From an optimization exercise on the open Yosys and OpenROAD flow, aimed at small area, a short achievable clock period and few clock cycles per item; shortcuts taken in it are not production practice.
At most, simulation tests tie the RTL to the original design; equivalence was not proved.

Design mult_top, start of the top module:
module mult_top (
    input  logic        clock,
    input  logic        reset,
    input  logic        in_valid,
    input  logic [31:0] in_rs1,
    input  logic [31:0] in_rs2,
    input  logic [5:0]  in_dest,
    input  logic [3:0]  in_bm,
    input  logic [2:0]  in_func,
    output logic        fu_free,
    input  logic [3:0]  b_mm_resolve,
    input  logic        b_mm_mispred,
    input  logic        cdb_gnt,
    output logic        out_valid,
    output logic [31:0] out_result,
    output logic [5:0]  out_dest
);
Size in the first run: roughly 2700 cells after synthesis, about 250 flip-flops, about 130 I/O pins, ~0.035 sq mm of cells after synthesis.
==> flow/config.mk <==
export PLATFORM = sky130hd
export DESIGN_NAME = mult_top
export DESIGN_NICKNAME = mult_top
export VERILOG_FILES = /design/flow/design.v
export SDC_FILE = /design/flow/constraint.sdc
export NUM_CORES = 4
export LEC_CHECK = 0
export ABC_CLOCK_PERIOD_IN_PS = 3000
export CAP_MARGIN = 20
export CORE_MARGIN = 2
export CORE_UTILIZATION = 65
export PLACE_DENSITY = 0.75
export SETUP_SLACK_MARGIN = 2.0
export SLEW_MARGIN = 20
export SYNTH_HIERARCHICAL = 1
export SYNTH_MINIMUM_KEEP_SIZE = 0
==> flow/constraint.sdc <==
create_clock -name core_clock -period 6.5 [get_ports {clock}]
set_input_delay 1.3000 -clock core_clock [delete_from_list [all_inputs] [get_ports {clock}]]
set_output_delay 1.3000 -clock core_clock [all_outputs]
set_load 0.01 [all_outputs]
run.sh (not shown) runs the stock make flow with config.mk's settings and CLKGATE_MAP_FILE= SYNTH_SCRIPT=/design/flow/synth_recipe.tcl, a recipe that flattens the netlist after the stock synthesis.
The first run completed with no timing, DRC or antenna violations.
==> next run, changes <==
- ABC_CLOCK_PERIOD_IN_PS: 3000 -> not set
After rerunning: Wire length is unchanged. Die area is unchanged. Clock-buffer cell count does not change. Global-route usage stays the same. Synthesized cell count stays the same. Hold slack stays the same.
Function was not checked in any run of this note: the RTL went through the layout flow alone.


run 1:
mult_top, a different RTL version from the one above (not shown whole).
For scale: about 140 flip-flops, ~28000 µm² of cells after synthesis.
clock: 6.5 ns
lec_check: 0
cap_margin: 20
core_margin: 2
core_utilization: 50
cts_buf_list: sky130_fd_sc_hd__clkbuf_4 sky130_fd_sc_hd__clkbuf_8
place_density: 0.75
setup_slack_margin: 1.5
slew_margin: 20
synth_hierarchical: 1
synth_minimum_keep_size: 0
tns_end_percent: 0
standard.sh (not shown) runs the stock make flow with config.mk's settings and CLKGATE_MAP_FILE= SYNTH_SCRIPT=/design/flow/synth_recipe.tcl, a recipe that flattens the netlist after the stock synthesis.
==> flow/flow/run.sh <==
#!/bin/bash
# The standard layout (standard.sh) with two changes to how it is made:
# the input and output ports get plain buf_2 buffers (buffer_ports would
# otherwise pick a delay cell), and clock-tree synthesis inserts no dummy
# loads.  The full make output goes to standard.log in the work folder.
set -euo pipefail
export BUFFER_PORTS_ARGS="-buffer_cell sky130_fd_sc_hd__buf_2"
export CTS_ARGS="-sink_clustering_enable -repair_clock_nets -dont_use_dummy_load -buf_list {sky130_fd_sc_hd__clkbuf_4 sky130_fd_sc_hd__clkbuf_8}"
bash standard.sh > standard.log 2>&1
Testbench counts of run 1, summed over its fixed seeds: cycles 6,414, items 4,800.
The following lists how run 2 was set up differently from run 1:
- TNS_END_PERCENT: 0 -> unset
- PLACE_DENSITY: 0.75 -> 0.65
==> flow/flow/run.sh <==
#!/bin/bash
# The standard layout (standard.sh) with two changes to how it is made:
# the input and output ports get plain buf_4 buffers (buffer_ports would
# otherwise pick a delay cell), and clock-tree synthesis inserts no dummy
# loads.  The full make output goes to standard.log in the work folder.
set -euo pipefail
export BUFFER_PORTS_ARGS="-buffer_cell sky130_fd_sc_hd__buf_4"
export CTS_ARGS="-sink_clustering_enable -repair_clock_nets -dont_use_dummy_load -buf_list {sky130_fd_sc_hd__clkbuf_4 sky130_fd_sc_hd__clkbuf_8}"
bash standard.sh > standard.log 2>&1
Notes after the runs:
Of the two values seen for slowest cell on the critical path, sky130_fd_sc_hd__xor2_4 was produced by run 1 and sky130_fd_sc_hd__fa_2 by run 2.
Core utilization: run 2 higher than run 1
Of run 2 and run 1, run 2 shows the lower post-place setup slack, with run 1 above it.
Delta(share of the clock period used by the worst path after layout, run 2 - run 1) < 0
Of the two candidates, run 1 has the worse relative slew slack and run 2 the better one.
Between run 2 and run 1, the final-layout worst hold slack figures differ only marginally.
Re total instance count after detailed placement: run 2 and run 1 aren't equal, and the higher value belongs to run 1.
From run 1 to run 2 the numbers moved as follows: worst setup slack rose 0.12 ns, wire length higher.
Input changes introduced in run 3 (baseline for comparison: run 2):
- swapping 20 for 0 in SLEW_MARGIN
- putting TNS_END_PERCENT at 0 where nothing was set
- swapping 20 for 0 in CAP_MARGIN
==> flow/flow/run.sh <==
#!/bin/bash
# The standard layout (standard.sh) with two changes to how it is made:
# the input and output ports get plain buf_2 buffers (buffer_ports would
# otherwise pick a delay cell), and clock-tree synthesis inserts no dummy
# loads.  The full make output goes to standard.log in the work folder.
set -euo pipefail
export BUFFER_PORTS_ARGS="-buffer_cell sky130_fd_sc_hd__buf_2"
export CTS_ARGS="-sink_clustering_enable -repair_clock_nets -dont_use_dummy_load -buf_list {sky130_fd_sc_hd__clkbuf_4 sky130_fd_sc_hd__clkbuf_8}"
bash standard.sh > standard.log 2>&1
Notes after the runs:
Run 2 → run 3: met2 usage in global routing went up, share of final layout cell area taken by non-clock buffers went down.
Compared with run 2, in run 3 final routed wirelength across all metal layers went down, number of multi-input logic gates did not really move.
Cell at the slowest stage of the critical path: sky130_fd_sc_hd__fa_2 -> run 2, sky130_fd_sc_hd__fa_1 -> run 3
Comparing run 3 against run 2, there is no change at all in clock-buffer cell count.
Edits applied to the flow inputs when going from run 3 to run 4:
- SLEW_MARGIN: 0 -> 20
- CAP_MARGIN: 0 -> 20
--- outcome ---
No run among run 4 and run 3 stopped early or left any final violation; all are clean. Run 4 against run 3: global-route track usage on met1 held; setup slack of the worst register-to-register path held; area added between synthesis and finish held; antenna diode count held. Summary of run 4 over run 3: global-route usage held steady; shortest clock period the worst path allows after layout held steady; core utilization held steady. Diff run 3..run 4 | final count of negative-setup-slack endpoints | unchanged.
What run 5 does differently from run 4 at the input level:
- a deleted TNS_END_PERCENT that had been 0
==> summary.txt <==
Per the comparison of run 5 with run 4, wire length on met2 essentially unchanged; clock period minus worst slack fell by 0.073 ns; per-cell via count in the routed design now smaller; routing usage on met3 decreased 1.1 points; total length of routed wires shows an increase of 0.46%.
Post-route clock period utilization is lower on run 5
As far as number of diodes goes, run 5 and run 4 are indistinguishable; the numbers are identical.
[inputs] run 6 vs run 5
- putting TNS_END_PERCENT at 30 where nothing was set
Notes after the runs:
Delta (run 6 minus run 5): number of signal-net buffers in the layout has increased.
On sequential share of layout area, run 5 tracks run 6 almost exactly.

-- re-timing with driven ports --
No port has a modelled driver above. Below, the same layouts with a new extraction and two added sets of constraints. Step 1 (the two cells are an assumption about what drives the block):
set clk [get_ports {clock}]
set_driving_cell -lib_cell sky130_fd_sc_hd__clkbuf_16 $clk
set_driving_cell -lib_cell sky130_fd_sc_hd__buf_2 [delete_from_list [all_inputs] $clk]
Step 2 also shifts input and output timing later by t, the mid clock arrival at the registers, as if the neighbouring blocks saw the same clock. Slacks: ideal / step 1 / step 2; pairs: ideal / step 1.
run | t, ns | setup slack, ns | clock arrival spread, ns | worst register clock-pin slew, ns | pins driven straight from the clock port
the first run of note 1 | 0.617 | 0.294 / 0.228 / 0.845 | 0.015 / 0.014 | 0.07 / 0.07 | 1
the second run of note 1 | 0.617 | 0.294 / 0.228 / 0.845 | 0.015 / 0.014 | 0.07 / 0.07 | 1
run 1 | 0.514 | 1.334 / 1.358 / 0.844 | 0.030 / 0.030 | 0.08 / 0.08 | 1
run 2 | 0.520 | 1.458 / 1.409 / 0.944 | 0.026 / 0.027 | 0.08 / 0.08 | 1
run 3 | 0.505 | 1.335 / 1.250 / 0.745 | 0.029 / 0.030 | 0.08 / 0.08 | 1
run 4 | 0.505 | 1.335 / 1.250 / 0.745 | 0.029 / 0.030 | 0.08 / 0.08 | 1
run 5 | 0.516 | 1.408 / 1.361 / 0.890 | 0.024 / 0.025 | 0.08 / 0.08 | 1
run 6 | 0.508 | 1.442 / 1.393 / 0.906 | 0.031 / 0.031 | 0.08 / 0.08 | 1
After both steps setup and hold are still met in every run listed.
